Context: an optimization exercise on an open-source flow, tuned for small area, a short achievable clock period and few clock cycles. The choices shown serve that exercise and are no tape-out recipe. At most, simulation tests tie the RTL to the original design; equivalence was not proved. Only the layout flow was run in run 8; the RTL was not checked for function there.

File: design/flow/config.mk
export PLATFORM = sky130hd
export DESIGN_NAME = HT_TOP
export DESIGN_NICKNAME = HT_TOP
export VERILOG_FILES = /design/flow/design.v
export SDC_FILE = /design/flow/constraint.sdc
export NUM_CORES = 4
export LEC_CHECK = 0
export ABC_AREA = 1
export CAP_MARGIN = 0
export CORE_MARGIN = 2
export CORE_UTILIZATION = 40
export GPL_TIMING_DRIVEN = 0
export SLEW_MARGIN = 0
File: design/flow/constraint.sdc
create_clock -name core_clock -period 32.0 [get_ports {clk}]
set_input_delay 6.4000 -clock core_clock [delete_from_list [all_inputs] [get_ports {clk}]]
set_output_delay 6.4000 -clock core_clock [all_outputs]
set_load 0.01 [all_outputs]
File: design/flow/design.v
module HT_OP (
    input         merge,
    input  [47:0] wl,
    input  [2:0]  xin,
    input  [7:0]  vld,
    input  [4:0]  newslot,
    input         hold,
    input  [14:0] pin,
    output [47:0] wo,
    output [14:0] po,
    output [2:0]  k
);
    function lt6;
        input [5:0] a, b;
        integer n;
        reg res;
        begin
            res = 1'b0;
            for (n = 0; n < 6; n = n + 1)
                res = (~a[n] & b[n]) | ((~a[n] | b[n]) & res);
            lt6 = res;
        end
    endfunction
    wire [5:0] w [0:7];
    wire [5:0] r [0:7];
    wire [7:0] c;
    wire [5:0] x;
    genvar i, s;
    generate
        for (i = 0; i < 8; i = i + 1) begin : UNP
            assign w[i] = wl[6*i +: 6];
        end
        for (i = 0; i < 8; i = i + 1) begin : REM
            if (i < 6) begin : SH
                assign r[i] = merge ? w[i+2] : {3'b000, w[i][2:0]};
            end else begin : TL
                assign r[i] = {3'b000, w[i][2:0]};
            end
            if (i < 6) begin : CM
                assign c[i] = vld[i] & lt6(r[i], x);
            end else begin : CI
                assign c[i] = vld[i] & lt6(r[i], {3'b000, xin});
            end
        end
    endgenerate
    wire [4:0] sum = w[0][3:0] + w[1][3:0];
    assign x = merge ? {1'b0, sum} : {3'b000, xin};
    assign k[2] = c[3];
    assign k[1] = (c[1] & ~c[3]) | c[5];
    assign k[0] = (c[0] & ~c[1]) | (c[2] & ~c[3]) | (c[4] & ~c[5]) | c[6];
    generate
        for (i = 0; i < 8; i = i + 1) begin : INS
            if (i == 0) begin : F
                assign wo[6*i +: 6] = c[i] ? r[i] : x;
            end else begin : N
                assign wo[6*i +: 6] = c[i] ? r[i] : (c[i-1] ? x : r[i-1]);
            end
        end
        for (s = 0; s < 5; s = s + 1) begin : SLOT
            wire [2:0] p = pin[3*s +: 3];
            assign po[3*s +: 3] = newslot[s] ? k : (p + {2'b00, ~hold & (p >= k)});
        end
    endgenerate
endmodule
module HT_PATH (
    input  [2:0] p,
    input  [2:0] k1, k2, k3,
    input  [1:0] k4, k5,
    input        k6,
    output [7:1] h,
    output [7:1] b
);
    function [6:1] step;
        input [7:1] g;
        input [2:0] km;
        integer i;
        begin
            step = 6'd0;
            for (i = 1; i <= 6; i = i + 1)
                step[i] = (i <= km) ? (~g[2] | ((i + 2 <= 7) ? g[(i + 2) % 8] : 1'b0))
                                    : g[i + 1];
        end
    endfunction
    wire [7:1] g1;
    genvar i;
    generate
        for (i = 1; i <= 7; i = i + 1) begin : T1
            assign g1[i] = (p >= i);
        end
    endgenerate
    wire [6:1] g2 = step(g1, k1);
    wire [6:1] g3w = step({1'b0, g2}, k2);
    wire [5:1] g3 = g3w[5:1];
    wire [6:1] g4w = step({2'b00, g3}, k3);
    wire [6:1] g5w = step({3'b000, g4w[4:1]}, {1'b0, k4});
    wire [6:1] g6w = step({4'b0000, g5w[3:1]}, {1'b0, k5});
    wire [6:1] g7w = step({5'b00000, g6w[2:1]}, {2'b00, k6});
    wire [4:1] g4 = g4w[4:1];
    wire [3:1] g5 = g5w[3:1];
    wire [2:1] g6 = g6w[2:1];
    wire       g7 = g7w[1];
    assign h = {1'b1, ~g6[2], ~g5[2], ~g4[2], ~g3[2], ~g2[2], ~g1[2]};
    assign b = {~g7, ~g6[1], ~g5[1], ~g4[1], ~g3[1], ~g2[1], ~g1[1]};
endmodule
`timescale 1ns/1ps
module HT_TOP (
    input  wire       clk,
    input  wire       rst_n,
    input  wire       in_valid,
    input  wire [2:0] in_weight,
    input  wire       out_mode,
    output reg        out_valid,
    output reg        out_code
);
reg  [3:0]  t;
reg         pend;
reg         mode_q;
reg  [14:0] ptr;
reg  [2:0]  sc;       
reg  [2:0]  m;        
reg  [3:0]  w0, w1, w3, w4, w5, w6;
reg  [4:0]  w2;
reg  [2:0]  w7;
wire [47:0] wl = {3'd0, w7, 2'd0, w6, 2'd0, w5, 2'd0, w4, 2'd0, w3,
                  1'b0, w2, 2'd0, w1, 2'd0, w0};
wire [2:0] u     = t[2:0];
wire       merge = t[3] & ~(u[2] & u[1]);
wire       keep  = t[3] & u[2] & u[1];
wire [4:0] newslot;
assign newslot[0] = ~t[3] & (u == 3'd4);
assign newslot[1] = ~t[3] & (mode_q ? (u == 3'd2) : (u == 3'd5));
assign newslot[2] = ~t[3] & (mode_q ? (u == 3'd5) : (u == 3'd6));
assign newslot[3] = ~t[3] & (mode_q ? (u == 3'd0) : (u == 3'd7));
assign newslot[4] = ~t[3] & (mode_q ? (u == 3'd1) : (u == 3'd3));
wire [7:0] vld;
genvar v;
generate
    for (v = 0; v < 8; v = v + 1) begin : VLD
        assign vld[v] = keep | (merge ? (u + v < 6) : (u > v));
    end
endgenerate
wire [47:0] wa;
wire [14:0] pa;
wire [2:0]  ka;
HT_OP u_a (
    .merge(merge), .wl(wl), .xin(keep ? 3'd7 : w7), .vld(vld),
    .newslot(newslot), .hold(t[3]),
    .pin(ptr), .wo(wa), .po(pa), .k(ka)
);
reg [2:0] ps;
always @(*) begin
    case (sc)
        3'd0:    ps = ptr[2:0];
        3'd1:    ps = ptr[5:3];
        3'd2:    ps = ptr[8:6];
        3'd3:    ps = ptr[11:9];
        default: ps = ptr[14:12];
    endcase
end
wire [7:1] h, b;
HT_PATH u_path (.p(ps), .k1(w2[2:0]), .k2(w3[2:0]), .k3(w4[2:0]),
                .k4(w5[1:0]), .k5(w6[1:0]), .k6(w7[0]), .h(h), .b(b));
wire [7:1] rest = h & ((7'd1 << (m - 3'd1)) - 7'd1);
reg  [2:0] mn;
always @(*) begin
    casez (rest)
        7'b?1?????: mn = 3'd6;
        7'b?01????: mn = 3'd5;
        7'b?001???: mn = 3'd4;
        7'b?0001??: mn = 3'd3;
        7'b?00001?: mn = 3'd2;
        7'b?000001: mn = 3'd1;
        default:    mn = 3'd7;
    endcase
end
wire more = (rest != 7'd0);
wire bit_m = b[m];
wire snd  = (t == 4'd15);
wire idle = ~t[3] & ~pend;
wire fin  = (t == 4'd14);
wire emit = fin | snd;
wire last = ~more & (sc == 3'd4);
always @(posedge clk) begin
    mode_q <= out_mode;
    ptr <= pa;
    if (emit) begin
        m  <= mn;
        sc <= more ? sc : sc + 3'd1;
    end else begin
        m  <= 3'd7;
        sc <= 3'd0;
    end
    w7 <= in_valid ? in_weight : merge ? ka : wa[44:42];
    {w6, w5, w4, w3, w2} <=
        {wa[39:36], wa[33:30], wa[27:24], wa[21:18], wa[16:12]};
    {w1, w0} <= {wa[9:6], wa[3:0]};
end
always @(posedge clk) begin
    pend      <= in_valid;
    out_valid <= emit;
    out_code  <= emit & bit_m;
end
always @(posedge clk or negedge rst_n) begin
    if (!rst_n)
        t <= 4'd0;
    else if ((snd & last) | idle)
        t <= 4'd0;
    else if (!snd)
        t <= t + 4'd1;
end
endmodule
File: design/flow/flow/run.sh
#!/bin/bash
# Layout: the standard ORFS flow (standard.sh), with these changes:
#  - synthesis: no half/full adder cell extraction (ADDER_MAP_FILE empty),
#    and ABC maps with flow/area.abc (see flow/own_synth.tcl);
#  - ports are buffered with buf_2 cells instead of the default choice;
#  - clock tree: clkbuf_8 buffers, up to 32 flip-flops per leaf buffer, and
#    no dummy loads.
# make's full output goes to standard.log; ORFS keeps each step's log under
# orfs/logs.
set -uo pipefail
export OWN_WORK_DIR=$PWD
export OWN_FLOW_DIR=$PWD/flow
bash standard.sh "SYNTH_SCRIPT=$OWN_FLOW_DIR/own_synth.tcl" ADDER_MAP_FILE= \
    "BUFFER_PORTS_ARGS=-buffer_cell sky130_fd_sc_hd__buf_2" \
    "CTS_ARGS=-sink_clustering_enable -repair_clock_nets -buf_list sky130_fd_sc_hd__clkbuf_8 -sink_clustering_size 32 -sink_clustering_max_diameter 200 -dont_use_dummy_load" \
    finish > standard.log 2>&1
status=$?
tail -n 30 standard.log
exit $status
File: design/flow/flow/area.abc
strash
&get -n
&fraig -x
&put
scorr
dc2
strash
&get -n
&dch -f
&nf -R 1000
&put
File: design/flow/flow/own_synth.tcl
# The standard flow's synthesis (synth_recipe.tcl in the work folder), with one change:
# ABC maps the logic with flow/area.abc instead of ORFS's abc_area.script.
# Registers are mapped before ABC runs, so they are the same as the standard flow's.
proc abc {args} {
  set i [lsearch -exact $args -script]
  if {$i >= 0} {
    lset args [expr {$i + 1}] [file join $::env(OWN_FLOW_DIR) area.abc]
  }
  yosys abc {*}$args
}
source [file join $::env(OWN_WORK_DIR) synth_recipe.tcl]
File: design/flow/standard.sh
#!/bin/bash
# synth_recipe.tcl (not shown) runs the flow's synth.tcl, then flattens the netlist and writes it again
# the make line also repeats each setting of config.mk as NAME=value (left out here)
make -C /OpenROAD-flow-scripts/flow DESIGN_CONFIG=/design/flow/config.mk WORK_HOME=/design/flow/orfs CLKGATE_MAP_FILE= SYNTH_SCRIPT=/design/flow/synth_recipe.tcl "${@:-finish}"
==> results of run 1 <==
[cell type report]
cell class	count	area [um2]	share of cell area [%]
Multi-Input combinational cell	422	2510	59.8
Sequential cell	61	1300	31.0
Clock buffer	9	124	2.95
Timing Repair Buffer	13	81.3	1.94
Tap cell	129	161	3.84
Inverter	6	22.5	0.536
[layer usage]
| layer | vias up | share of wire [%] | global-route usage, % |
|---|---|---|---|
| met5 | - | 0 | 0 |
| met4 | 0 | 0.84 | 6.05 |
| met3 | 7 | 3.8 | 4.72 |
| met2 | 80 | 46 | 32.1 |
| met1 | 1728 | 49 | 27.4 |
| li1 | 1887 | - | - |
[cells in the mapped netlist (9+ instances only)]
master,number
o21ai_0,56
nor2_1,58
o22ai_1,14
nand3_1,14
a31oi_1,11
nor2b_1,10
mux2i_1,40
a22oi_1,9
dfxtp_1,51
nand2_1,66
a21oi_1,42
nor3_1,9
[sequential cells by signal, indices dropped and copies added (netlist names), 3 cells and up]
name	count
w6	4
w5	4
w4	4
w2	5
w1	4
w3	4
w7	3
ptr	15
sc	3
m	3
t	4
w0	4
[cell families (layout without fill, tap and decap cells)]
group                      count (synthesis)  count (layout)  synth area share (%)
muxes                                     41              41                  10.7
and+or+nand+nor                          183             183                  21.2
AOI/OAI and AO/OA                        176             176                  28.2
xor gates and xnor gates                  14              14                  3.20
adders and majority gates                  8               8                  2.09
buffers and inverters                      6              28                 0.588
DFF                                       61              61                  34.0
[final timing paths]
kind                             startpoint                to  slack (ns)  cells past startpoint
min                         ptr[14]$_DFF_P_   ptr[14]$_DFF_P_        0.50                      1
max reg2reg                t[3]$_DFFE_PN0P_    ptr[8]$_DFF_P_       26.17                     16
max in group asynchronous             rst_n  t[3]$_DFFE_PN0P_       26.04                      1
min reg2reg                 ptr[14]$_DFF_P_   ptr[14]$_DFF_P_        0.50                      1
max                        out_code$_DFF_P_          out_code       24.83                      1
min in group asynchronous             rst_n  t[1]$_DFFE_PN0P_        5.84                      1
[placed cells by master (no fill, tap or decap), types with 8 or more instances in the layout]
cell type,count
nand3_1,14
o22ai_1,14
a21oi_1,42
a31oi_1,11
o21ai_0,53
dfxtp_1,51
a22oi_1,9
xor2_1,8
nor2b_1,10
mux2i_1,40
buf_2,8
nor3_1,9
clkbuf_8,9
nand2_1,66
nor2_1,58
maj3_1,8
[stage by stage]
stage	utilization (%)	hold WS [ns]	instances	cell area (um2)
2_1_floorplan	-	0.455	489	3830
3_3_place_gp	43.4	0.484	626	4030
3_5_place_dp	43.9	0.496	630	4070
4_1_cts	45.2	0.505	639	4200
5_1_grt	45.3	0.517	640	4200
6_report	45.3	0.498	640	4200
==> results.yml, run 1 <==
synthesis:
  synth_edf_count: 6
  ys_top_cells_by_area: "dfxtp_1, mux2i_1, o21ai_0"
  yosys.area.top_type: "dfxtp_1"
  ys_warn_count: 3
  synth.avg_cell_area_um2: 7.83
  synth_seq_cells: 61
  synthArstFlopShare_pct: 6.56
  synth_area_um2: 3830
  synth.net_count: 496
  yosysUniqueCellTypes: 45
  synth_cells: 489
  yosysTopAreaCellShare_pct: 26.7
  ys_seq_area_share_pct: 34.0
  yosys_most_used_dff: "dfxtp_1"
timing:
  hold_viol: 0
  fmax_mhz: 140
  skew_ns: 0.0205
  relSlewSlack_pct: 35.2
  drv_slew: 0
  rsz0062_at_grt: "false"
  final-setup-viol-count: 0
  layout_setup_ws_ns: 24.83
  fin_tns_setup_ns: 0
  finalCriticalPeriod_ns: 7.17
  tightest_slew_ns: 0.972
  period_share_pct: 22.4
clocking:
  numCtsBuffers: 9
  clkSinkCount: 61
  post-cts-setup-buffers: 0
  worstSkewPairLatency_ns: 0.35
  cts_max_path_buffers: 2
  clkSlewWorstSetupHoldPaths_ns: 0.06
  ctsResizeCount: 0
  cts_tree: "done"
  holdBufCountCts: 0
  root_buffer: "clkbuf_8"
  cts.htree.levels: 3
place:
  place_ws_ns: 24.86
  place_congestion: 0.863
  port_buffers: 8
  hpwl_um: 7110
global_routing:
  gr-total-overflow: 0
  grt_antenna_before_repair: 0
  grt_max_degree: 40
  first_global_vias: 3338
  grt_pass1_wl_um: 16600
  track_usage_pct: 20.2
final_layout:
  diodes: 0
  drive_above_1_share_pct: 4.50
  syn2layout_area_growth_pct: 9.70
  nNetsFinal: 520
  fill_cells: 950
worst_setup_path:
  cp_slowest_cell: "dfxtp_1"
  end_kind: "output pin"
  crit_path_max_incr_delay_ns: 0.31
  path_max_fanout: 1
  path_cells: "buf_2"
  critPathArrivalTime_ns: 0.77
  required_ns: 25.60
  crit_family: "flip-flops"
  critPathBufInv: 1
  cp-start-kind: "register"
  worstSetupPathType: "register to output pin"
detailed_routing:
  vias: 3702
  wl_per_cell_um: 15.5
  antenna_left: 0
  first_iter_violations: 277
  drc_errors: 0
  viasPerCell: 5.78
  dr.pass1.iters: 5
  wl_um: 9930
floorplan:
  fp.dieW_um: 102
  core_area_um2: 9280
  fp.dieArea_um2: 10400
  die_y_um: 102
  rows: 35
  initial_core_util_pct: 41.3
  ios: 9
hold_path:
  holdCritPathClass: "register to register"
flow_run:
  drv_cap: 0
outcome:
  status: "no timing/DRC/antenna violations"
Testbench counts, summed over its fixed seeds: cycles 11,025.
==> run 2: changes to the inputs <==
--- a/design/flow/config.mk
+++ b/design/flow/config.mk
@@ -10,4 +10,3 @@
 export CORE_MARGIN = 2
 export CORE_UTILIZATION = 40
-export GPL_TIMING_DRIVEN = 0
 export SLEW_MARGIN = 0
==> run 2 against run 1 <==
Net effect:
- largest cell class unchanged
- clock skew up 0.0036 ns
- critical path depth unchanged
- final area up 0.42%
- global-route usage up 0.76 points
- still clean
- first-iteration DRC count down 12%
- area after synthesis unchanged
==> results.yml, run 2 <==
worst_setup_path:
  r2r.worst_path.cells: 17
  end_kind: "output pin"
  worstSetupPathDepth: 1
  r2r-end: "ptr[5]$_DFF_P_"
  required_ns: 25.60
  path_cells: "buf_2"
  reg2reg_from: "t[3]$_DFFE_PN0P_"
  worstSetupPathType: "register to output pin"
  cp-endpoint: "out_code"
  crit_path_max_incr_delay_ns: 0.30
  cp_slowest_cell: "dfxtp_1"
  cp-start-kind: "register"
  critPathBufInv: 1
  path_max_fanout: 1
  critPathArrivalTime_ns: 0.77
  r2r_slack_ns: 26.47
  crit_family: "flip-flops"
  crit_start: "out_code$_DFF_P_"
timing:
  skew_ns: 0.0240
  period_share_pct: 22.4
  tightest_slew_ns: 0.950
  fin_tns_setup_ns: 0
  drv_slew: 0
  fmax_mhz: 140
  finalCriticalPeriod_ns: 7.17
  relSlewSlack_pct: 36.0
  whs_ns: 0.504
  final-setup-viol-count: 0
  hold_viol: 0
  rsz0062_at_grt: "false"
detailed_routing:
  drc_errors: 0
  antenna_left: 0
  vias: 3740
  wl_um: 10300
  dr.pass1.iters: 5
  first_iter_violations: 245
  viasPerCell: 5.82
  wl_per_cell_um: 16.0
synthesis:
  synth_edf_count: 6
  synth_cells: 489
  ys_top_cells_by_area: "dfxtp_1, mux2i_1, o21ai_0"
  synth.most_common_cell: "nand2_1"
  yosysUniqueCellTypes: 45
  synthArstFlopShare_pct: 6.56
  yosysTopAreaCellShare_pct: 26.7
  synth_area_um2: 3830
  synth.net_count: 496
  yosys.area.top_type: "dfxtp_1"
  ys_seq_area_share_pct: 34.0
  synth_common_cells: "nand2_1, nor2_1, o21ai_0"
  ys_warn_count: 3
  synth_seq_cells: 61
  synth.avg_cell_area_um2: 7.83
  yosys_most_used_dff: "dfxtp_1"
clocking:
  worstSkewPairLatency_ns: 0.34
  cts_max_path_buffers: 2
  clkSinkCount: 61
  numCtsBuffers: 9
  holdBufCountCts: 0
  cts.htree.levels: 3
  post-cts-setup-buffers: 0
  ctsResizeCount: 0
  clkSlewWorstSetupHoldPaths_ns: 0.07
  cts_tree: "done"
  root_buffer: "clkbuf_8"
global_routing:
  grt_pass1_wl_um: 17200
  track_usage_pct: 21.0
  first_global_vias: 3369
  gr-total-overflow: 0
  grt_max_degree: 28
  grt_antenna_before_repair: 0
place:
  port_buffers: 8
  hpwl_um: 7490
  place_inst: 634
  place_congestion: 0.824
final_layout:
  regMostFlops: "ptr"
  fill_cells: 975
  diodes: 0
  nNetsFinal: 523
  syn2layout_area_growth_pct: 10.2
  drive_above_1_share_pct: 5.06
  layout_common_cells: "nand2_1, nor2_1, o21ai_0, dfxtp_1, a21oi_1"
  final_cells: 643
  largest_reg_flops: 15
  final_common_cell: "nand2_1"
floorplan:
  fp.dieW_um: 102
  initial_core_util_pct: 41.3
  fp.dieArea_um2: 10400
  die_y_um: 102
  rows: 35
  ios: 9
  core_area_um2: 9280
outcome:
  status: "no timing/DRC/antenna violations"
flow_run:
  drv_cap: 0
hold_path:
  holdCritPathClass: "register to register"
## run 2: cell types whose count changed in the layout (fill, tap and decap cells not counted)
cell      before  now
o21ai_0       53   55
and2_1         0    1
clkbuf_1       1    0
buf_8          1    0
buf_4          3    8
o21ai_1        2    0
and2_2         1    0
## run 2: layer usage
layer | vias up | part of all wire (%) | routed length, um | track usage, %
met3 | 12 | 2.9 | 297 | 4.24
met1 | 1784 | 50 | 5150 | 29.0
met4 | 0 | 1.3 | 130 | 5.13
li1 | 1887 | - | - | -
met5 | - | 0 | 0 | 0
met2 | 57 | 46 | 4710 | 33.7
## run 2: worst min path at each step
stage / startpoint / to / slack, ns / depth (start not counted)
final: ptr[14]$_DFF_P_ / ptr[14]$_DFF_P_ / 0.50 / 1
after global routing: ptr[14]$_DFF_P_ / ptr[14]$_DFF_P_ / 0.51 / 1
after CTS: ptr[14]$_DFF_P_ / ptr[14]$_DFF_P_ / 0.50 / 1
after detailed placement: ptr[14]$_DFF_P_ / ptr[14]$_DFF_P_ / 0.49 / 1
after global placement: ptr[14]$_DFF_P_ / ptr[14]$_DFF_P_ / 0.48 / 1
after floorplan: ptr[14]$_DFF_P_ / ptr[14]$_DFF_P_ / 0.46 / 1
## run 2: logic make-up after synthesis
logic type	count (synthesis)	share of synthesized area [%]
buf+inv	6	0.588
flops	61	34.0
mux	41	10.7
fa+ha+maj	8	2.09
compound gates	176	28.2
xor+xnor	14	3.20
simple gates	183	21.2
## run 2: per-stage QoR
stage | worst slack [ns] | utilization (%) | cell area, um2
final | 24.83 | 45.4 | 4220
after global routing | 24.80 | 45.4 | 4220
after CTS | 24.82 | 45.4 | 4220
after detailed placement | 24.81 | 44.1 | 4100
after global placement | 24.87 | 44.1 | 4100
after floorplan | 25.04 | - | 3830
## run 2: final cells by class
class / count / area (um2) / area share [%]
timing repair buffer: 16 / 100 / 2.37
sequential: 61 / 1300 / 30.8
tap: 129 / 161 / 3.83
clock buffer: 9 / 124 / 2.94
inverter: 6 / 22.5 / 0.534
multi-input combinational: 422 / 2510 / 59.5
==> run 3: changes to the inputs <==
--- a/design/flow/config.mk
+++ b/design/flow/config.mk
@@ -9,4 +9,5 @@
 export CAP_MARGIN = 0
 export CORE_MARGIN = 2
-export CORE_UTILIZATION = 40
+export CORE_UTILIZATION = 75
+export GPL_TIMING_DRIVEN = 0
 export SLEW_MARGIN = 0
==> run 3 against run 2 <==
Net effect:
- global-route usage increased by 17 points
- count of clock-buffer cells in the layout unchanged
- area after synthesis unchanged
- still clean on timing, DRC and antenna
- largest cell class unchanged
- sequential share of layout area increased by 0.77 points
==> results.yml, run 3 <==
worst_setup_path:
  crit_path_max_incr_delay_ns: 0.31
  path_cells: "buf_2"
  worstSetupPathDepth: 1
  worstSetupPathType: "register to output pin"
  path_max_fanout: 1
  critPathBufInv: 1
  required_ns: 25.60
  crit_family: "flip-flops"
  cp-start-kind: "register"
  end_kind: "output pin"
  critPathArrivalTime_ns: 0.77
  r2r.worst_path.cells: 16
  cp_slowest_cell: "dfxtp_1"
synthesis:
  synth_area_um2: 3830
  synth_top_family_by_area: "compound AO/OA/AOI/OAI gates"
  synth_seq_cells: 61
  synthArstFlopShare_pct: 6.56
  synth_cells: 489
  ys_warn_count: 3
  synth.net_count: 496
  synthSimpleGateAreaFrac_pct: 21.2
  yosys.area.top_type: "dfxtp_1"
  synthMuxAreaShare_pct: 10.7
  synth-compound-area-share_pct: 28.2
  synth.avg_cell_area_um2: 7.83
  yosysTopAreaCellShare_pct: 26.7
  synth_common_cells: "nand2_1, nor2_1, o21ai_0"
  synth.most_common_cell: "nand2_1"
  ys_top_cells_by_area: "dfxtp_1, mux2i_1, o21ai_0"
  yosys_most_used_dff: "dfxtp_1"
  yosysUniqueCellTypes: 45
  synth_edf_count: 6
  synth-xor-area-share_pct: 3.20
  ys_seq_area_share_pct: 34.0
  synth_fa_ha_area_share_pct: 2.09
global_routing:
  grt_antenna_before_repair: 0
  grtUsageMet2_pct: 65.0
  track_usage_pct: 37.5
  first_global_vias: 3484
  gr-total-overflow: 0
  grt-busiest-layer: "met2"
  grt_pass1_wl_um: 16100
  met1_usage_pct: 44.9
  grt_max_degree: 40
  use_met3_pct: 9.92
final_layout:
  drive_above_1_share_pct: 4.32
  nNetsFinal: 518
  diodes: 0
  largest_reg_flops: 15
  layout_common_cells: "nand2_1, nor2_1, o21ai_0, dfxtp_1, a21oi_1"
  syn2layout_area_growth_pct: 7.48
  final_common_cell: "nand2_1"
  regMostFlops: "ptr"
hold_path:
  holdCritPathClass: "register to register"
  hold_depth: 1
clocking:
  root_buffer: "clkbuf_8"
  holdBufCountCts: 0
  ctsResizeCount: 0
  clkSlewWorstSetupHoldPaths_ns: 0.05
  worstSkewPairLatency_ns: 0.36
  cts.htree.levels: 3
  numCtsBuffers: 9
  post-cts-setup-buffers: 0
  clkSinkCount: 61
  cts_max_path_buffers: 2
  cts_tree: "done"
timing:
  skew_ns: 0.0275
  period_share_pct: 22.4
  whs_ns: 0.498
  hold_viol: 0
  fin_tns_setup_ns: 0
  final-setup-viol-count: 0
  fmax_mhz: 140
  relSlewSlack_pct: 16.2
  finalCriticalPeriod_ns: 7.17
  rsz0062_at_grt: "false"
  drv_slew: 0
  tightest_slew_ns: 1.23
detailed_routing:
  wl_per_cell_um: 17.8
  drc_errors: 0
  first_iter_violations: 379
  wl_um: 10300
  viasPerCell: 6.97
  dr.pass1.iters: 5
  antenna_left: 0
  vias: 4034
floorplan:
  rows: 26
  fp.dieW_um: 75.5
  ios: 9
  die_y_um: 75.5
  fp.dieArea_um2: 5690
  core_area_um2: 5010
  initial_core_util_pct: 76.4
place:
  hpwl_um: 7090
  port_buffers: 8
  place_congestion: 0.912
outcome:
  status: "no timing/DRC/antenna violations"
flow_run:
  drv_cap: 0
-- run 3: final timing paths --
path | from | to | slack (ns)
max | out_code$_DFF_P_ | out_code | 24.83
min | ptr[14]$_DFF_P_ | ptr[14]$_DFF_P_ | 0.50
max reg2reg | t[3]$_DFFE_PN0P_ | ptr[8]$_DFF_P_ | 26.02
min reg2reg | ptr[14]$_DFF_P_ | ptr[14]$_DFF_P_ | 0.50
max in group asynchronous | rst_n | t[0]$_DFFE_PN0P_ | 26.03
min in group asynchronous | rst_n | t[1]$_DFFE_PN0P_ | 5.84
-- run 3: cell families after synthesis --
logic type | Yosys count
xor gates and xnor gates | 14
muxes | 41
DFF | 61
AOI/OAI and AO/OA | 176
buffers and inverters | 6
adders and majority gates | 8
and+or+nand+nor | 183
-- run 3: routing by layer --
layer	up-vias	share of wire (%)
met5	-	0
met4	0	3.0
met3	42	8.2
met2	222	49
met1	1890	39
li1	1880	-
-- run 3: stage by stage --
stage | util [%] | instance area, um2 | std cells | worst slack, ns
global route | 82.2 | 4120 | 579 | 24.78
global placement | 79.0 | 3960 | 567 | 22.52
CTS | 82.2 | 4120 | 579 | 24.81
detailed placement | 79.7 | 3990 | 570 | 24.85
finish | 82.2 | 4120 | 579 | 24.83
floorplan | - | 3830 | 489 | 25.04
-- run 3: cell type report --
cell class	count	area [um2]
Sequential cell	61	1300
Multi-Input combinational cell	422	2510
Timing Repair Buffer	11	70.1
Clock buffer	9	124
Tap cell	70	87.6
Fill cell	346	893
Inverter	6	22.5
==> run 4: changes to the inputs <==
==> design/flow/flow/area.abc (replaced) <==
strash
&get -n
&fraig -x
&put
scorr
dc2
strash
&get -n
&st
&dc2
&dch -f
&nf -R 1000
&st
&dc2
&dch -f
&nf -R 1000
&st
&dc2
&dch -f
&nf -R 1000
&put
--- a/design/flow/config.mk
+++ b/design/flow/config.mk
@@ -9,5 +9,5 @@
 export CAP_MARGIN = 0
 export CORE_MARGIN = 2
-export CORE_UTILIZATION = 75
+export CORE_UTILIZATION = 60
 export GPL_TIMING_DRIVEN = 0
 export SLEW_MARGIN = 0
==> run 4 against run 3 <==
Net effect:
- via count shrank 3.8%
- sequential share of layout area is 0.11 points lower
- first-iteration DRC count fell by 28%
- clock skew is 0.015 ns lower
- still clean on timing, DRC and antenna
- critical endpoint is now out_valid
- fmax hardly changed
- non-clock buffer count fell by 1
- register-to-register slack worse by 0.52 ns
- hold slack improved by 0.011 ns
- area after synthesis increased by 0.42%
- critical path type unchanged
==> results.yml, run 4 <==
outcome:
  status: "no timing/DRC/antenna violations"
synthesis:
  synth_cells: 506
  yosys.area.top_type: "dfxtp_1"
  synth.net_count: 513
  synth_area_um2: 3850
  yosysUniqueCellTypes: 46
  synth.avg_cell_area_um2: 7.60
  synthArstFlopShare_pct: 6.56
  yosysTopAreaCellShare_pct: 26.5
  synth_common_cells: "nand2_1, nor2_1, a21oi_1"
  synth_seq_cells: 61
  ys_warn_count: 3
  synth.most_common_cell: "nand2_1"
  ys_top_cells_by_area: "dfxtp_1, a21oi_1, mux2i_1"
  synth_edf_count: 6
  yosys_most_used_dff: "dfxtp_1"
  ys_seq_area_share_pct: 33.8
flow_run:
  drv_cap: 0
detailed_routing:
  first_iter_violations: 273
  antenna_left: 0
  wl_per_cell_um: 16.4
  dr.pass1.iters: 5
  drc_errors: 0
  viasPerCell: 6.45
  wl_um: 9890
  vias: 3880
floorplan:
  ios: 9
  rows: 29
  fp.dieArea_um2: 7070
  fp.dieW_um: 84.1
  initial_core_util_pct: 61.3
  die_y_um: 84.1
  core_area_um2: 6280
timing:
  fmax_mhz: 140
  skew_ns: 0.0130
  drv_slew: 0
  hold_viol: 0
  final-setup-viol-count: 0
  rsz0062_at_grt: "false"
  tightest_slew_ns: 1.37
  finalCriticalPeriod_ns: 7.16
  relSlewSlack_pct: 8.37
  whs_ns: 0.509
  fin_tns_setup_ns: 0
  period_share_pct: 22.4
place:
  hpwl_um: 7110
  port_buffers: 8
  place_congestion: 0.877
  place_inst: 592
final_layout:
  layout_common_cells: "nand2_1, nor2_1, a21oi_1, o21ai_0, dfxtp_1"
  drive_above_1_share_pct: 4.00
  nNetsFinal: 534
  largest_reg_flops: 15
  syn2layout_area_growth_pct: 7.38
  regMostFlops: "ptr"
  final_cells: 602
  diodes: 0
  final_common_cell: "nand2_1"
worst_setup_path:
  critPathArrivalTime_ns: 0.76
  path_cells: "buf_2"
  cp-start-kind: "register"
  path_max_fanout: 1
  crit_family: "flip-flops"
  worstSetupPathType: "register to output pin"
  end_kind: "output pin"
  crit_path_max_incr_delay_ns: 0.30
  cp_slowest_cell: "dfxtp_1"
  required_ns: 25.60
  critPathBufInv: 1
global_routing:
  use_met3_pct: 5.04
  grt_antenna_before_repair: 0
  first_global_vias: 3410
  grt_max_degree: 36
  grt-busiest-layer: "met2"
  track_usage_pct: 29.3
  grt_pass1_wl_um: 16800
  gr-total-overflow: 0
  met1_usage_pct: 42.0
  grtUsageMet2_pct: 45.9
clocking:
  clkSlewWorstSetupHoldPaths_ns: 0.07
  root_buffer: "clkbuf_8"
  numCtsBuffers: 9
  cts_tree: "done"
  cts_max_path_buffers: 2
  clkSinkCount: 61
  post-cts-setup-buffers: 0
  ctsResizeCount: 0
  worstSkewPairLatency_ns: 0.34
  holdBufCountCts: 0
  cts.htree.levels: 3
hold_path:
  holdCritPathClass: "register to register"
[run 4: cell families (layout without fill, tap and decap cells)]
group / Yosys count / in the layout / share of synthesized area [%]
buf+inv: 9 / 28 / 0.878
xor+xnor: 15 / 15 / 3.42
fa+ha+maj: 7 / 7 / 1.82
simple gates: 194 / 194 / 22.1
mux: 33 / 33 / 8.72
compound gates: 187 / 187 / 29.3
flops: 61 / 61 / 33.8
[run 4: area by class of cell]
class,count,area [um2]
Multi-Input combinational cell,436,2510
Fill cell,560,2150
Sequential cell,61,1300
Clock buffer,9,124
Tap cell,77,96.3
Timing Repair Buffer,10,60.1
Inverter,9,33.8
[run 4: stage by stage]
| step | setup WS [ns] | instance area [um2] | util [%] |
|---|---|---|---|
| 2_1_floorplan | 25.04 | 3850 | - |
| 4_1_cts | 24.83 | 4130 | 65.7 |
| 5_1_grt | 24.82 | 4130 | 65.8 |
| 3_5_place_dp | 24.84 | 4000 | 63.7 |
| 3_3_place_gp | 23.77 | 3980 | 63.4 |
| 6_report | 24.84 | 4130 | 65.8 |
[run 4: worst paths after layout]
check	end	slack, ns	depth (start not counted)	startpoint
setup / recovery	out_valid	24.84	1	out_valid$_DFF_P_
hold / removal	w1[3]$_DFF_P_	0.51	2	w3[3]$_DFF_P_
setup reg to reg	ptr[13]$_DFF_P_	25.50	16	t[3]$_DFFE_PN0P_
hold reg to reg	w1[3]$_DFF_P_	0.51	2	w3[3]$_DFF_P_
max in group asynchronous	t[0]$_DFFE_PN0P_	26.02	1	rst_n
min in group asynchronous	t[3]$_DFFE_PN0P_	5.86	1	rst_n
[run 4: worst register-to-register path: cells and delay by family, from the launching register on]
kind | cells | cell delay (ns)
buf+inv | 2 | 0.86
compound gates | 10 | 3.41
simple gates | 4 | 1.20
flops | 1 | 0.86
[run 4: layer usage]
metal	share of wire, %	up-vias	routed length [um]
met5	0	-	0
met4	1.2	0	120
met3	4.8	16	470
met2	46	122	4520
met1	48	1815	4780
li1	-	1927	-
==> run 5: changes to the inputs <==
==> design/flow/flow/area.abc (replaced) <==
strash
&get -n
&fraig -x
&put
scorr
dc2
strash
&get -n
&dch -f
&nf -R 1000
&put
==> run 5 against run 4 <==
Net effect:
- sequential cell count stayed put
- final cell count shrank 2.5%
- die area fell by 0.40%
- first-iteration DRC count increased by 21%
- utilization is 0.060 points higher
- still clean
- worst setup slack gained 0.027 ns
- register-to-register slack better by 0.43 ns
- critical path depth stayed put
- sequential share of layout area is essentially flat
- global-route usage down 0.58 points
==> results.yml, run 5 <==
final_layout:
  largest_reg_flops: 15
  final_common_cell: "nand2_1"
  regMostFlops: "ptr"
  fill_cells: 566
  layout_common_cells: "nand2_1, nor2_1, o21ai_0, dfxtp_1, a21oi_1"
  syn2layout_area_growth_pct: 7.94
  drive_above_1_share_pct: 4.51
  diodes: 0
  nNetsFinal: 519
worst_setup_path:
  worstSetupPathType: "register to output pin"
  cp_slowest_cell: "dfxtp_1"
  cp-start-kind: "register"
  end_kind: "output pin"
  path_cells: "buf_2"
  required_ns: 25.60
  critPathArrivalTime_ns: 0.73
  path_max_fanout: 1
  critPathBufInv: 1
  crit_path_max_incr_delay_ns: 0.29
  crit_family: "flip-flops"
floorplan:
  die_y_um: 83.9
  fp.dieW_um: 83.9
  ios: 9
  fp.dieArea_um2: 7040
  core_area_um2: 6280
  rows: 29
  initial_core_util_pct: 61.0
detailed_routing:
  wl_um: 9730
  antenna_left: 0
  viasPerCell: 6.43
  wl_per_cell_um: 16.6
  dr.pass1.iters: 5
  first_iter_violations: 331
  drc_errors: 0
  vias: 3777
global_routing:
  grt_antenna_before_repair: 0
  grt_pass1_wl_um: 16500
  grt_max_degree: 40
  gr-total-overflow: 0
  track_usage_pct: 28.7
  first_global_vias: 3443
synthesis:
  synth.most_common_cell: "nand2_1"
  yosys_most_used_dff: "dfxtp_1"
  yosysTopAreaCellShare_pct: 26.7
  synth.net_count: 496
  synth_common_cells: "nand2_1, nor2_1, o21ai_0"
  synth_seq_cells: 61
  synth_area_um2: 3830
  synthArstFlopShare_pct: 6.56
  synth.avg_cell_area_um2: 7.83
  synth_edf_count: 6
  ys_warn_count: 3
  synth_cells: 489
  ys_top_cells_by_area: "dfxtp_1, mux2i_1, o21ai_0"
  yosys.area.top_type: "dfxtp_1"
  ys_seq_area_share_pct: 34.0
  yosysUniqueCellTypes: 45
place:
  port_buffers: 8
  place_congestion: 0.873
  hpwl_um: 7000
  place_ws_ns: 24.85
clocking:
  clkSlewWorstSetupHoldPaths_ns: 0.07
  cts_tree: "done"
  post-cts-setup-buffers: 0
  cts_max_path_buffers: 2
  ctsResizeCount: 0
  holdBufCountCts: 0
  clkSinkCount: 61
  root_buffer: "clkbuf_8"
  numCtsBuffers: 9
  cts.htree.levels: 3
  worstSkewPairLatency_ns: 0.33
outcome:
  status: "no timing/DRC/antenna violations"
timing:
  rsz0062_at_grt: "false"
  fin_tns_setup_ns: 0
  period_share_pct: 22.3
  final-setup-viol-count: 0
  relSlewSlack_pct: 34.5
  hold_viol: 0
  tightest_slew_ns: 0.980
  fmax_mhz: 140
  finalCriticalPeriod_ns: 7.13
  layout_setup_ws_ns: 24.87
  skew_ns: 0.0171
  drv_slew: 0
flow_run:
  drv_cap: 0
hold_path:
  holdCritPathClass: "register to register"
==> run 5: cell types whose count changed in the layout (fill, tap and decap cells not counted), sizes merged, moves of 5 or more <==
cell    change
a31oi       +8
a21oi      -19
nor2        -8
nand2       -7
xor2        +5
o211ai      -5
nand2b      +6
xnor2       -6
mux2i      +11
==> run 5: area by class of cell <==
type	count	area (um2)	share of cell area [%]
sequential	61	1300	31.5
clock buffer	9	124	3.00
tap	77	96.3	2.33
timing repair buffer	12	77.6	1.88
multi-input combinational	422	2510	60.8
inverter	6	22.5	0.545
==> run 5: cell families (layout without fill, tap and decap cells) <==
| logic type | Yosys count | after routing | synth area share, % |
|---|---|---|---|
| AOI/OAI and AO/OA | 176 | 176 | 28.2 |
| xor gates and xnor gates | 14 | 14 | 3.20 |
| DFF | 61 | 61 | 34.0 |
| and+or+nand+nor | 183 | 183 | 21.2 |
| adders and majority gates | 8 | 8 | 2.09 |
| muxes | 41 | 41 | 10.7 |
| buffers and inverters | 6 | 27 | 0.588 |
==> run 5: final timing paths <==
kind / cells after the start / startpoint / to / slack [ns]
worst max-delay path: 1 / out_valid$_DFF_P_ / out_valid / 24.87
worst max register to register: 16 / t[3]$_DFFE_PN0P_ / ptr[8]$_DFF_P_ / 25.93
worst min register to register: 2 / w3[3]$_DFF_P_ / w1[3]$_DFF_P_ / 0.50
max in group asynchronous: 1 / rst_n / t[1]$_DFFE_PN0P_ / 26.03
worst min-delay path: 2 / w3[3]$_DFF_P_ / w1[3]$_DFF_P_ / 0.50
min in group asynchronous: 1 / rst_n / t[3]$_DFFE_PN0P_ / 5.85
==> run 5: stage by stage <==
| step | instance area [um2] | hold WS [ns] | std cells | utilization, % |
|---|---|---|---|---|
| after detailed placement | 4010 | 0.487 | 578 | 63.9 |
| after CTS | 4130 | 0.498 | 587 | 65.8 |
| final | 4130 | 0.495 | 587 | 65.9 |
| after floorplan | 3830 | 0.455 | 489 | - |
| after global routing | 4130 | 0.533 | 587 | 65.9 |
| after global placement | 3970 | 0.481 | 574 | 63.2 |
==> run 5: routing by layer <==
layer	track usage, %	vias up	share of wire (%)
met5	0	-	0
met3	4.15	18	4.3
met1	38.5	1771	46
met2	47.3	108	48
met4	10.4	0	1.9
li1	-	1880	-
==> run 6: changes to the inputs <==
==> design/flow/flow/area.abc (replaced) <==
strash
&get -n
&st
&dch -f
&nf -a -R 1000
&put
==> run 6 against run 5 <==
Net effect:
- first-iteration DRC count rose by 2.4%
- clock skew down 0.0015 ns
- non-clock buffer count increased by 2
- sequential share of layout area down 0.26 points
- hold slack got worse by 0.0050 ns
- critical path depth did not move
- highest routed layer unchanged
==> results.yml, run 6 <==
synthesis:
  synth.net_count: 516
  ys_seq_area_share_pct: 34.1
  synth.most_common_cell: "nand2_1"
  synth_area_um2: 3820
  synthArstFlopShare_pct: 6.56
  synth_seq_cells: 61
  yosys.area.top_type: "dfxtp_1"
  synth_cells: 509
  yosysUniqueCellTypes: 40
  synth.avg_cell_area_um2: 7.50
  ys_warn_count: 3
  yosysTopAreaCellShare_pct: 26.7
  synth_common_cells: "nand2_1, nor2_1, a21oi_1"
  yosys_most_used_dff: "dfxtp_1"
  ys_top_cells_by_area: "dfxtp_1, a21oi_1, nand2_1"
  synth_edf_count: 6
detailed_routing:
  viasPerCell: 6.44
  drc_errors: 0
  first_iter_violations: 339
  vias: 3922
  dr.pass1.iters: 6
  wl_um: 9950
  wl_per_cell_um: 16.3
  antenna_left: 0
final_layout:
  final_common_cell: "nand2_1"
  nNetsFinal: 541
  diodes: 0
  drive_above_1_share_pct: 5.08
  largest_reg_flops: 15
  layout_common_cells: "nand2_1, nor2_1, a21oi_1, dfxtp_1, o21ai_0"
  fill_cells: 575
  syn2layout_area_growth_pct: 9.14
  regMostFlops: "ptr"
  design_area_um2: 4170
place:
  hpwl_um: 7250
  placed_area_um2: 4040
  place_congestion: 0.895
  port_buffers: 8
clocking:
  cts_tree: "done"
  ctsResizeCount: 0
  clkSlewWorstSetupHoldPaths_ns: 0.07
  cts.htree.levels: 3
  holdBufCountCts: 0
  post-cts-setup-buffers: 0
  clkSinkCount: 61
  worstSkewPairLatency_ns: 0.34
  numCtsBuffers: 9
  cts_max_path_buffers: 2
  root_buffer: "clkbuf_8"
global_routing:
  grt_max_degree: 26
  grtUsageMet2_pct: 43.6
  grt-busiest-layer: "met2"
  use_met3_pct: 3.86
  grt_pass1_wl_um: 16400
  met1_usage_pct: 42.6
  grt_antenna_before_repair: 0
  gr-total-overflow: 0
  first_global_vias: 3393
  track_usage_pct: 29.1
worst_setup_path:
  crit_family: "flip-flops"
  critPathBufInv: 1
  critPathArrivalTime_ns: 0.77
  cp_slowest_cell: "dfxtp_1"
  worstSetupPathType: "register to output pin"
  required_ns: 25.60
  path_cells: "buf_2"
  path_max_fanout: 1
  cp-start-kind: "register"
  crit_path_max_incr_delay_ns: 0.31
  end_kind: "output pin"
floorplan:
  ios: 9
  fp.dieArea_um2: 7020
  die_y_um: 83.8
  core_area_um2: 6240
  fp.dieW_um: 83.8
  initial_core_util_pct: 61.2
  rows: 29
timing:
  hold_viol: 0
  period_share_pct: 22.4
  whs_ns: 0.490
  fmax_mhz: 139
  final-setup-viol-count: 0
  drv_slew: 0
  fin_tns_setup_ns: 0
  relSlewSlack_pct: 15.3
  rsz0062_at_grt: "false"
  finalCriticalPeriod_ns: 7.17
  skew_ns: 0.0156
  tightest_slew_ns: 1.26
outcome:
  status: "no timing/DRC/antenna violations"
hold_path:
  holdCritPathClass: "register to register"
flow_run:
  drv_cap: 0
run 6: cell type report:
class	instances	area (um2)	share of cell area, %
clock buffer	9	124	2.97
timing repair buffer	14	110	2.64
multi-input combinational	437	2500	59.9
inverter	11	41.3	0.990
sequential	61	1300	31.2
tap	77	96.3	2.31
run 6: kinds of logic (layout without fill, tap and decap cells):
| family | after synthesis | in the layout | share of synthesized area [%] |
|---|---|---|---|
| and+or+nand+nor | 200 | 200 | 23.1 |
| xor gates and xnor gates | 16 | 16 | 3.67 |
| muxes | 29 | 29 | 7.60 |
| adders and majority gates | 4 | 4 | 1.05 |
| buffers and inverters | 11 | 34 | 1.08 |
| AOI/OAI and AO/OA | 188 | 188 | 29.4 |
| DFF | 61 | 61 | 34.1 |
run 6: worst paths after layout:
check	from	end	slack, ns	cells after the start
setup / recovery	out_valid$_DFF_P_	out_valid	24.83	1
hold / removal	ptr[14]$_DFF_P_	ptr[14]$_DFF_P_	0.49	1
setup reg to reg	t[3]$_DFFE_PN0P_	ptr[11]$_DFF_P_	25.37	16
hold reg to reg	ptr[14]$_DFF_P_	ptr[14]$_DFF_P_	0.49	1
max in group asynchronous	rst_n	t[0]$_DFFE_PN0P_	26.04	1
min in group asynchronous	rst_n	t[2]$_DFFE_PN0P_	5.85	1
run 6: metrics by stage:
step / std cells / setup WS, ns / util (%)
after floorplan: 509 / 25.11 / -
after global placement: 594 / 22.07 / 63.4
after detailed placement: 600 / 24.87 / 64.8
after CTS: 609 / 24.82 / 66.7
after global routing: 609 / 24.79 / 66.8
final: 609 / 24.83 / 66.8
run 6: layer usage:
layer  wire length [um]  vias to the layer above
met3                647                       21
li1                   -                     1949
met5                  0                        -
met2               4340                      141
met4                258                        0
met1               4710                     1811
==> run 7: changes to the inputs <==
--- a/design/flow/design.v
+++ b/design/flow/design.v
@@ -9,5 +9,6 @@
     output [47:0] wo,
     output [14:0] po,
-    output [2:0]  k
+    output [2:0]  k,
+    output [4:0]  sum
 );
     function lt6;
@@ -44,5 +45,5 @@
         end
     endgenerate
-    wire [4:0] sum = w[0][3:0] + w[1][3:0];
+    assign sum = w[0][3:0] + w[1][3:0];
     assign x = merge ? {1'b0, sum} : {3'b000, xin};
     assign k[2] = c[3];
@@ -125,6 +126,6 @@
                   1'b0, w2, 2'd0, w1, 2'd0, w0};
 wire [2:0] u     = t[2:0];
-wire       merge = t[3] & ~(u[2] & u[1]);
-wire       keep  = t[3] & u[2] & u[1];
+wire       merge = t[3] & ~(u[2] & (u[1] | u[0]));
+wire       keep  = t[3] & u[2] & (u[1] | u[0]);
 wire [4:0] newslot;
 assign newslot[0] = ~t[3] & (u == 3'd4);
@@ -143,9 +144,11 @@
 wire [14:0] pa;
 wire [2:0]  ka;
+wire [4:0]  sa;
 HT_OP u_a (
     .merge(merge), .wl(wl), .xin(keep ? 3'd7 : w7), .vld(vld),
     .newslot(newslot), .hold(t[3]),
-    .pin(ptr), .wo(wa), .po(pa), .k(ka)
-);
+    .pin(ptr), .wo(wa), .po(pa), .k(ka), .sum(sa)
+);
+wire fin  = (t == 4'd13);
 reg [2:0] ps;
 always @(*) begin
@@ -158,7 +161,9 @@
     endcase
 end
+wire k6a = (w2 < sa);
+wire k6  = fin ? k6a : w0[0];
 wire [7:1] h, b;
-HT_PATH u_path (.p(ps), .k1(w2[2:0]), .k2(w3[2:0]), .k3(w4[2:0]),
-                .k4(w5[1:0]), .k5(w6[1:0]), .k6(w7[0]), .h(h), .b(b));
+HT_PATH u_path (.p(ps), .k1(w3[2:0]), .k2(w4[2:0]), .k3(w5[2:0]),
+                .k4(w6[1:0]), .k5(w7[1:0]), .k6(k6), .h(h), .b(b));
 wire [7:1] rest = h & ((7'd1 << (m - 3'd1)) - 7'd1);
 reg  [2:0] mn;
@@ -176,7 +181,6 @@
 wire more = (rest != 7'd0);
 wire bit_m = b[m];
-wire snd  = (t == 4'd15);
+wire snd  = (t == 4'd14);
 wire idle = ~t[3] & ~pend;
-wire fin  = (t == 4'd14);
 wire emit = fin | snd;
 wire last = ~more & (sc == 3'd4);
@@ -194,5 +198,6 @@
     {w6, w5, w4, w3, w2} <=
         {wa[39:36], wa[33:30], wa[27:24], wa[21:18], wa[16:12]};
-    {w1, w0} <= {wa[9:6], wa[3:0]};
+    {w1, w0[3:1]} <= {wa[9:6], wa[3:1]};
+    w0[0] <= fin ? k6a : wa[0];
 end
 always @(posedge clk) begin
==> design/flow/flow/area.abc (replaced) <==
strash
&get -n
&fraig -x
&put
scorr
dc2
strash
&get -n
&dch -f
&nf -R 1000
&put
==> run 7 against run 6 <==
Net effect:
- sequential cell count did not move
- largest cell class unchanged
- routed wire length fell by 0.59%
- die area increased by 1.3%
- count of clock-buffer cells in the layout did not move
- worst setup slack better by 0.0053 ns
- register-to-register slack gained 0.13 ns
- critical path depth unchanged
- synthesized cell count is 1.2% lower
- utilization shrank 0.91 points
==> results.yml, run 7 <==
outcome:
  status: "no timing/DRC/antenna violations"
worst_setup_path:
  crit_path_max_incr_delay_ns: 0.30
  r2r.worst_path.cells: 14
  end_kind: "output pin"
  cp-endpoint: "out_code"
  path_cells: "buf_2"
  critPathArrivalTime_ns: 0.76
  reg2reg_from: "t[3]$_DFFE_PN0P_"
  cp_slowest_cell: "dfxtp_1"
  worstSetupPathDepth: 1
  critPathBufInv: 1
  r2r-end: "ptr[5]$_DFF_P_"
  cp-start-kind: "register"
  path_max_fanout: 1
  crit_family: "flip-flops"
  crit_start: "out_code$_DFF_P_"
  r2r_slack_ns: 25.50
  worstSetupPathType: "register to output pin"
  required_ns: 25.60
clocking:
  cts_max_path_buffers: 2
  cts.htree.levels: 3
  worstSkewPairLatency_ns: 0.34
  post-cts-setup-buffers: 0
  root_buffer: "clkbuf_8"
  holdBufCountCts: 0
  clkSinkCount: 61
  clkSlewWorstSetupHoldPaths_ns: 0.07
  cts_tree: "done"
  numCtsBuffers: 9
  ctsResizeCount: 0
synthesis:
  synth_common_cells: "nor2_1, a21oi_1, nand2_1"
  yosys_most_used_dff: "dfxtp_1"
  ys_warn_count: 3
  ys_top_cells_by_area: "dfxtp_1, a21oi_1, mux2i_1"
  yosys.area.top_type: "dfxtp_1"
  synth-compound-area-share_pct: 29.1
  synth.most_common_cell: "nor2_1"
  synthArstFlopShare_pct: 6.56
  synthSimpleGateAreaFrac_pct: 22.6
  synthMuxAreaShare_pct: 7.27
  ys_seq_area_share_pct: 33.6
  synth_top_family_by_area: "compound AO/OA/AOI/OAI gates"
  yosysUniqueCellTypes: 51
  synth_seq_cells: 61
  yosysTopAreaCellShare_pct: 26.4
  synth_area_um2: 3870
  synth_cells: 503
  synth.avg_cell_area_um2: 7.70
  synth.net_count: 510
  synth_fa_ha_area_share_pct: 2.58
  synth-xor-area-share_pct: 4.07
  synth_edf_count: 6
final_layout:
  largest_reg_flops: 15
  diodes: 0
  nNetsFinal: 531
  layout_common_cells: "nor2_1, a21oi_1, nand2_1, dfxtp_1, o21ai_0"
  regMostFlops: "ptr"
  design_area_um2: 4160
  post-route-util_pct: 65.9
  syn2layout_area_growth_pct: 7.40
  final_common_cell: "nor2_1"
  drive_above_1_share_pct: 3.83
floorplan:
  die_y_um: 84.4
  fp.dieW_um: 84.4
  initial_core_util_pct: 61.4
  core_area_um2: 6310
  ios: 9
  rows: 29
  fp.dieArea_um2: 7110
global_routing:
  grt_antenna_before_repair: 0
  first_global_vias: 3394
  gr-total-overflow: 0
  track_usage_pct: 29.2
  grt_max_degree: 31
  grt_pass1_wl_um: 16700
timing:
  skew_ns: 0.0133
  fmax_mhz: 140
  final-setup-viol-count: 0
  relSlewSlack_pct: 9.41
  drv_slew: 0
  rsz0062_at_grt: "false"
  finalCriticalPeriod_ns: 7.16
  tightest_slew_ns: 1.36
  period_share_pct: 22.4
  hold_viol: 0
  fin_tns_setup_ns: 0
detailed_routing:
  wl_per_cell_um: 16.5
  viasPerCell: 6.44
  drc_errors: 0
  dr.pass1.iters: 5
  wl_um: 9890
  antenna_left: 0
  first_iter_violations: 252
  vias: 3857
flow_run:
  drv_cap: 0
place:
  placed_area_um2: 4040
  place_congestion: 0.850
  port_buffers: 8
  hpwl_um: 7010
hold_path:
  holdCritPathClass: "register to register"
==> run 7: worst min path at each step <==
stage | from | cells past startpoint | to
final | w6[3]$_SDFF_PP0_ | 2 | w4[3]$_DFF_P_
after detailed placement | ptr[14]$_DFF_P_ | 1 | ptr[14]$_DFF_P_
after floorplan | ptr[14]$_DFF_P_ | 1 | ptr[14]$_DFF_P_
after global placement | ptr[14]$_DFF_P_ | 1 | ptr[14]$_DFF_P_
after CTS | w6[3]$_SDFF_PP0_ | 2 | w4[3]$_DFF_P_
after global routing | w6[3]$_SDFF_PP0_ | 2 | w4[3]$_DFF_P_
==> run 7: layout make-up <==
class                   instances  area (um2)
well taps                      77        96.3
inverters                       8        30.0
multi-input cells             434        2550
fillers                       565        2150
clock buffers                   9         124
repair buffers                 10        60.1
flip-flops and latches         61        1300
==> run 7: kinds of logic after synthesis <==
family,after synthesis
mux,28
flops,61
fa+ha+maj,10
buf+inv,8
simple gates,194
xor+xnor,18
compound gates,184
==> run 7: through the flow <==
stage / setup slack [ns] / std cells / hold WS [ns]
finish: 24.84 / 599 / 0.493
detailed placement: 24.90 / 590 / 0.487
global route: 24.80 / 599 / 0.538
global placement: 24.13 / 588 / 0.478
floorplan: 25.11 / 503 / 0.455
CTS: 24.84 / 599 / 0.495
==> run 7: per-layer routing <==
| layer | track usage [%] | share of wire, % | wire [um] |
|---|---|---|---|
| met5 | 0 | 0 | 0 |
| met4 | 10.5 | 1.6 | 163 |
| met3 | 4.72 | 5.8 | 578 |
| met2 | 42.9 | 43 | 4280 |
| met1 | 43.5 | 49 | 4870 |
Testbench counts of run 7, summed over its fixed seeds: cycles 10,705.
==> run 8: changes to the inputs <==
--- a/design/flow/design.v
+++ b/design/flow/design.v
@@ -115,5 +115,4 @@
 );
 reg  [3:0]  t;
-reg         pend;
 reg         mode_q;
 reg  [14:0] ptr;
@@ -182,5 +181,5 @@
 wire bit_m = b[m];
 wire snd  = (t == 4'd14);
-wire idle = ~t[3] & ~pend;
+wire idle = (t == 4'd15);
 wire emit = fin | snd;
 wire last = ~more & (sc == 3'd4);
@@ -202,5 +201,4 @@
 end
 always @(posedge clk) begin
-    pend      <= in_valid;
     out_valid <= emit;
     out_code  <= emit & bit_m;
@@ -208,8 +206,6 @@
 always @(posedge clk or negedge rst_n) begin
     if (!rst_n)
-        t <= 4'd0;
-    else if ((snd & last) | idle)
-        t <= 4'd0;
-    else if (!snd)
+        t <= 4'd15;
+    else if (idle ? in_valid : snd ? last : 1'b1)
         t <= t + 4'd1;
 end
==> run 8 against run 7 <==
Net effect:
- first-iteration DRC count is 30% lower
- still clean on timing, DRC and antenna
- synthesized cell count is 2.2% higher
- routed wire length is 0.76% higher
- die area is 0.50% lower
- critical path type unchanged
- global-route usage is 0.16 points higher
- via count is 1.4% higher
- clock skew is 0.0078 ns higher
==> results.yml, run 8 <==
outcome:
  status: "no timing/DRC/antenna violations"
place:
  placed_area_um2: 4060
  hpwl_um: 7330
  port_buffers: 8
  place_inst: 602
  place_congestion: 0.885
global_routing:
  grt_antenna_before_repair: 0
  gr-total-overflow: 0
  grt_max_degree: 29
  first_global_vias: 3688
  grt_pass1_wl_um: 16900
  track_usage_pct: 29.4
detailed_routing:
  drc_errors: 0
  wl_um: 9970
  viasPerCell: 6.40
  vias: 3910
  wl_per_cell_um: 16.3
  antenna_left: 0
  first_iter_violations: 177
  dr.pass1.iters: 5
clocking:
  root_buffer: "clkbuf_8"
  clkSlewWorstSetupHoldPaths_ns: 0.06
  cts.htree.levels: 3
  cts_max_path_buffers: 2
  numCtsBuffers: 9
  post-cts-setup-buffers: 0
  worstSkewPairLatency_ns: 0.34
  ctsResizeCount: 0
  cts_tree: "done"
  holdBufCountCts: 0
  clkSinkCount: 60
floorplan:
  fp.dieArea_um2: 7080
  rows: 29
  core_area_um2: 6280
  fp.dieW_um: 84.1
  die_y_um: 84.1
  ios: 9
  initial_core_util_pct: 61.4
final_layout:
  final_cells: 611
  drive_above_1_share_pct: 5.24
  design_area_um2: 4190
  nNetsFinal: 543
  regMostFlops: "ptr"
  layout_common_cells: "nand2_1, a21oi_1, nor2_1, o21ai_0, dfxtp_1"
  largest_reg_flops: 15
  diodes: 0
  syn2layout_area_growth_pct: 8.67
synthesis:
  yosys_most_used_dff: "dfxtp_1"
  ys_warn_count: 3
  yosysUniqueCellTypes: 45
  ys_seq_area_share_pct: 33.4
  synth_area_um2: 3850
  synth.avg_cell_area_um2: 7.50
  yosysTopAreaCellShare_pct: 26.0
  synth_edf_count: 6
  ys_top_cells_by_area: "dfxtp_1, a21oi_1, o21ai_0"
  synth.net_count: 521
  synth_cells: 514
  synth_seq_cells: 60
  synth_common_cells: "a21oi_1, nand2_1, nor2_1"
  synthArstFlopShare_pct: 6.67
  yosys.area.top_type: "dfxtp_1"
worst_setup_path:
  cp_slowest_cell: "dfxtp_1"
  crit_start: "out_valid$_DFF_P_"
  required_ns: 25.60
  crit_path_max_incr_delay_ns: 0.29
  critPathArrivalTime_ns: 0.74
  end_kind: "output pin"
  reg2reg_from: "t[2]$_DFFE_PN1P_"
  path_cells: "buf_2"
  critPathBufInv: 1
  cp-start-kind: "register"
  worstSetupPathType: "register to output pin"
  crit_family: "flip-flops"
  path_max_fanout: 1
timing:
  final-setup-viol-count: 0
  relSlewSlack_pct: 8.24
  tightest_slew_ns: 1.38
  finalCriticalPeriod_ns: 7.14
  drv_slew: 0
  fmax_mhz: 140
  fin_tns_setup_ns: 0
  hold_viol: 0
  period_share_pct: 22.3
  skew_ns: 0.0212
  rsz0062_at_grt: "false"
flow_run:
  drv_cap: 0
hold_path:
  min_from: "w4[3]$_DFF_P_"
  holdCritPathClass: "register to register"
[run 8: changes by cell type after synthesis, sizes merged, moves of 5 or more]
cell and delta:
a21oi +8, nand2 +10, mux2i -6, nand2b -5
nor2 -5, nand3 +5, nor3 +7, maj3 -5
[run 8: cell families (layout without fill, tap and decap cells)]
logic type | Yosys count | count (layout) | share of synthesized area, %
AOI/OAI and AO/OA | 198 | 198 | 31.1
and+or+nand+nor | 197 | 197 | 22.6
DFF | 60 | 60 | 33.4
muxes | 23 | 23 | 6.04
xor gates and xnor gates | 20 | 20 | 4.55
buffers and inverters | 11 | 31 | 1.07
adders and majority gates | 5 | 5 | 1.30
[run 8: per-stage QoR]
step	util, %	hold slack [ns]	worst slack, ns
floorplan	-	0.467	24.89
global route	66.7	0.564	24.78
CTS	66.7	0.538	24.85
global placement	63.6	0.531	24.04
detailed placement	64.7	0.527	24.59
finish	66.7	0.530	24.86
[run 8: metal layers]
metal	GRT usage, %	part of all wire [%]	up-vias	wire, um
li1	-	-	1967	-
met1	36.9	45	1825	4490
met2	49.1	48	90	4800
met3	5.01	4.0	28	402
met4	13.9	2.8	0	276
met5	0	0	-	0
[run 8: area by class of cell]
class	count	area, um2
multi-input combinational	443	2550
fill	550	2090
sequential	60	1290
clock buffer	9	124
tap	77	96.3
timing repair buffer	11	93.8
inverter	11	41.3
[run 8: worst paths after layout]
kind	depth (start not counted)	to	slack, ns
min in group asynchronous	1	t[0]$_DFFE_PN1P_	6.04
min	2	w2[3]$_DFF_P_	0.53
max in group asynchronous	1	t[2]$_DFFE_PN1P_	25.94
max	1	out_valid	24.86
max reg2reg	16	ptr[13]$_DFF_P_	25.65
min reg2reg	2	w2[3]$_DFF_P_	0.53

==> static timing again, ports no longer ideal <==
Ports are ideal in the flow. The routed layouts listed here were re-timed in OpenROAD. Step 1 sets driving cells, clkbuf_16 on the clock port and buf_2 on the other inputs (assumed; they add their load-dependent delay and slew). Step 2 also shifts input and output timing later by t, the mid clock arrival at the registers, as if the neighbouring blocks saw the same clock. Three values: no drivers, after step 1, after step 2; two values: the first two.
run | t, ns | slack for setup (ns) | hold WS [ns] | worst slew at a driven data input, ns
run 1 | 0.370 | 24.833 / 24.802 / 24.823 | 0.498 / 0.498 / 0.498 | 0.03
run 2 | 0.364 | 24.832 / 24.800 / 24.750 | 0.504 / 0.504 / 0.504 | 0.03
run 3 | 0.374 | 24.835 / 24.804 / 24.820 | 0.498 / 0.498 / 0.498 | 0.03
run 4 | 0.368 | 24.840 / 24.809 / 24.825 | 0.509 / 0.509 / 0.509 | 0.03
run 5 | 0.355 | 24.867 / 24.837 / 24.837 | 0.495 / 0.495 / 0.495 | 0.03
run 6 | 0.364 | 24.831 / 24.799 / 24.863 | 0.490 / 0.490 / 0.490 | 0.05
run 7 | 0.367 | 24.836 / 24.806 / 24.882 | 0.493 / 0.493 / 0.493 | 0.03
run 8 | 0.362 | 24.861 / 24.830 / 24.541 | 0.530 / 0.530 / 0.530 | 0.03
After both steps every run listed still meets setup and hold. The setup slack of run 8, which loses most, moves by -0.031 ns with the drivers and by -0.320 ns with both steps.
